Background: an optimization exercise with open tools, aiming at small area. Do not read the settings as production practice. In this exercise RTL edits were held to simulation tests only and were not proved equivalent to the original. Power figures rest on the tool's default switching activity, not on a simulated workload.

== main ==
## FFT
module FFT #(parameter N = 64,
             parameter WIDTH = 16)
            (input clk,
             input rst,
             input enable_in,
             input signed [WIDTH-1:0] in_re,
             input signed [WIDTH-1:0] in_im,
             output enable_out,
             output signed [WIDTH-1:0] out_re,
             output signed [WIDTH-1:0] out_im);
Size: about 9100 cells after synthesis, ~68 I/O pins, about 100000 µm² of cells after synthesis.
export LEC_CHECK = 0
export ABC_AREA = 1
export CAP_MARGIN = 5
export CORE_MARGIN = 2
export CORE_UTILIZATION = 60
export CTS_BUF_LIST = sky130_fd_sc_hd__clkbuf_8
export CTS_CLUSTER_DIAMETER = 60
export CTS_CLUSTER_SIZE = 16
export SLEW_MARGIN = 5
create_clock -name core_clock -period 10.0 [get_ports {clk}]
standard.sh (not shown) runs the stock make flow with config.mk's settings and CLKGATE_MAP_FILE= SYNTH_SCRIPT=/design/flow/synth_recipe.tcl, a recipe that flattens the netlist after the stock synthesis.
==> flow/flow/run.sh <==
#!/bin/bash
# Standard layout, with two changes:
# - between synthesis and floorplan, flow/fixpol.py flips the polarity of
#   full-adder cells where that removes inverters between chained adders
#   (FA(~a,~b,~c) = ~FA(a,b,c)); registers and the function are unchanged;
# - every port still gets a buffer, but the smallest one (buf_1).
# Each tool's output goes to a log file here.
set -euo pipefail
R=orfs/results/${FLOW_PLATFORM}/FFT/base
bash standard.sh synth > synth.log 2>&1
python3 flow/fixpol.py "$R/1_2_yosys.v" "$R/1_2_yosys_pol.v" > fixpol.log 2>&1
cp "$R/1_2_yosys.v" "$R/1_2_yosys_std.v"
mv "$R/1_2_yosys_pol.v" "$R/1_2_yosys.v"
rm -f "$R/1_synth.odb" "$R/1_synth.sdc"
BUFFER_PORTS_ARGS="-buffer_cell sky130_fd_sc_hd__buf_1" bash standard.sh finish > layout.log 2>&1
Other scripts of this flow, unchanged in this note and not shown: flow/flow/fixpol.py
## Diff of input files: the feature branch against main
# main
export LEC_CHECK = 0
export ABC_AREA = 1
export CAP_MARGIN = 5
export CORE_MARGIN = 2
export CORE_UTILIZATION = 60
export CTS_BUF_LIST = sky130_fd_sc_hd__clkbuf_8
export CTS_CLUSTER_DIAMETER = 60
export CTS_CLUSTER_SIZE = 16
export SLEW_MARGIN = 5
create_clock -name core_clock -period 10.0 [get_ports {clk}]
# the feature branch
export LEC_CHECK = 0
export ABC_AREA = 1
export CAP_MARGIN = 5
export CORE_MARGIN = 2
export CORE_UTILIZATION = 65
export CTS_BUF_LIST = sky130_fd_sc_hd__clkbuf_8
export CTS_CLUSTER_DIAMETER = 60
export CTS_CLUSTER_SIZE = 16
export SLEW_MARGIN = 5
create_clock -name core_clock -period 10.0 [get_ports {clk}]
==> notes.md <==
Of the two candidates, main has the better total wire length after detailed routing and the feature branch the worse one.
Diff the feature branch and main: hold slack higher in main
The feature branch has completed all stages; timing, DRC and antenna checks passed.
Number of buffers and inverters on the critical path was higher in the run labelled main.
Comparing the feature branch with main, the area of all placed cells without fillers came out essentially unchanged.
The feature branch: cell row count is 6 lower than what main reported.

---

FFT, a different RTL version from the one above (not shown whole).
For scale: ~2400 flip-flops, ~68 I/O pins, ~0.10 mm² of cells after synthesis.
make LEC_CHECK=0 ABC_AREA=1 CAP_MARGIN=20 CORE_MARGIN=2 CORE_UTILIZATION=60 CTS_BUF_LIST=sky130_fd_sc_hd__clkbuf_8 CTS_CLUSTER_DIAMETER=60 CTS_CLUSTER_SIZE=16 SLEW_MARGIN=20 finish   # period 10.0 ns
run.sh (not shown) runs the stock make flow with config.mk's settings and CLKGATE_MAP_FILE= SYNTH_SCRIPT=/design/flow/synth_recipe.tcl, a recipe that flattens the netlist after the stock synthesis.
Stock flow here: none of the scripts above is used.
Change:
- CAP_MARGIN: 20 -> 5
- SLEW_MARGIN: 20 -> 5
=> The changed run finished with timing, DRC and antenna clean. Final area hardly moves. Die area is unchanged. Wire length barely changes. Utilization barely changes. Cell count hardly moves. Setup slack improved by 0.036 ns. Global-route usage is about the same. Power barely changes.
Change:
- ABC_AREA: 1 -> default
- CAP_MARGIN: 5 -> 20
- SLEW_MARGIN: 5 -> 20
- SYNTH_HIERARCHICAL: default -> 1
- SYNTH_MINIMUM_KEEP_SIZE: default -> 0
Result: Count of clock-buffer cells in the layout rose by 2. Final area increases by 3.8%. Power shrinks by 1.7%. Setup slack gets worse by 0.29 ns. Non-clock buffer count increases by 86. Core utilization fell by 0.91 points. Synthesized area rises by 5.4%. Critical path depth falls by 17. Flip-flop and latch count is unchanged. Final cell count shrinks by 5.4%.
Change:
- SYNTH_HIERARCHICAL: 1 -> default
- SYNTH_MINIMUM_KEEP_SIZE: 0 -> default
Critical path depth went down by 1; synthesized cell count went up by 3.3%; final area went down by 0.74%; non-clock buffer count went down by 13; wire length went down by 12%.

---

Setup of JK:
Another version of the RTL of FFT (not shown whole).
Size in the first run: roughly 2400 flip-flops.
Settings: LEC_CHECK=0, CAP_MARGIN=20, CORE_MARGIN=2, CORE_UTILIZATION=40, CTS_BUF_LIST=sky130_fd_sc_hd__clkbuf_4 sky130_fd_sc_hd__clkbuf_8, CTS_CLUSTER_SIZE=30, SLEW_MARGIN=20; clock period 10.0 ns.
--- input diff JK..MS ---
-- flow/config.mk --
<<< JK, line 9
export CORE_MARGIN = 2
export CORE_UTILIZATION = 40
export CTS_BUF_LIST = sky130_fd_sc_hd__clkbuf_4 sky130_fd_sc_hd__clkbuf_8
export CTS_CLUSTER_SIZE = 30
export SLEW_MARGIN = 20
>>> MS, line 9
export CORE_MARGIN = 2
export CORE_UTILIZATION = 60
export CTS_BUF_LIST = sky130_fd_sc_hd__clkbuf_8
export CTS_CLUSTER_SIZE = 24
export SLEW_MARGIN = 20
Findings:
On number of buffers added by the clock tree synthesis step, JK and MS are neck and neck. Delta (MS minus JK): placeable core area went down, count of cell instances traversed by the critical path went down, delay of the slowest critical-path stage went down by 0.36 ns, cell depth of the worst hold path held. ~same share of power burned in combinational logic in JK and MS. Compared to JK, the routing of MS uses less wire. MS vs JK: hold slack up. Of MS and JK, it is MS that has the lower area growth from synthesis to layout.

==> port drivers added, routing unchanged <==
The flow's constraints put no driver on any port. The routed layouts listed below were extracted and timed again, unchanged, in two steps.
Step 1, drivers: a clkbuf_16 drives clk and a buf_2 each remaining input, both assumed.
Step 2 adds t to the input delays and takes it off the output delays; t is the mean of the earliest and latest rising clock arrival at the registers after step 1. Input paths then give back, and output paths get back, about the clock's delay inside the block.
a / b / c = ideal ports / drivers / drivers and shift; a / b = the first two.
run | t (ns) | slack for setup (ns) | worst data-port slew with drivers (ns)
main | 1.055 | 0.449 / 0.449 / -0.218 | 0.09
the feature branch | 1.035 | 0.514 / 0.514 / -0.165 | 0.22
the first run of note 2 | 1.042 | 0.585 / 0.585 / -0.185 | 0.07
the second run of note 2 | 1.043 | 0.621 / 0.621 / -0.180 | 0.07
the third run of note 2 | 1.069 | 0.334 / 0.334 / 0.117 | 0.05
the fourth run of note 2 | 1.075 | 0.639 / 0.696 / -0.380 | 0.07
JK | 1.050 | 0.601 / 0.601 / -0.382 | 0.08
MS | 1.099 | 0.470 / 0.521 / -0.578 | 0.14
With both steps, setup timing fails in 7 of these runs, where it was met with ideal ports. The setup slack of MS, which loses most, moves by +0.051 ns with the drivers and by -1.048 ns with both steps.
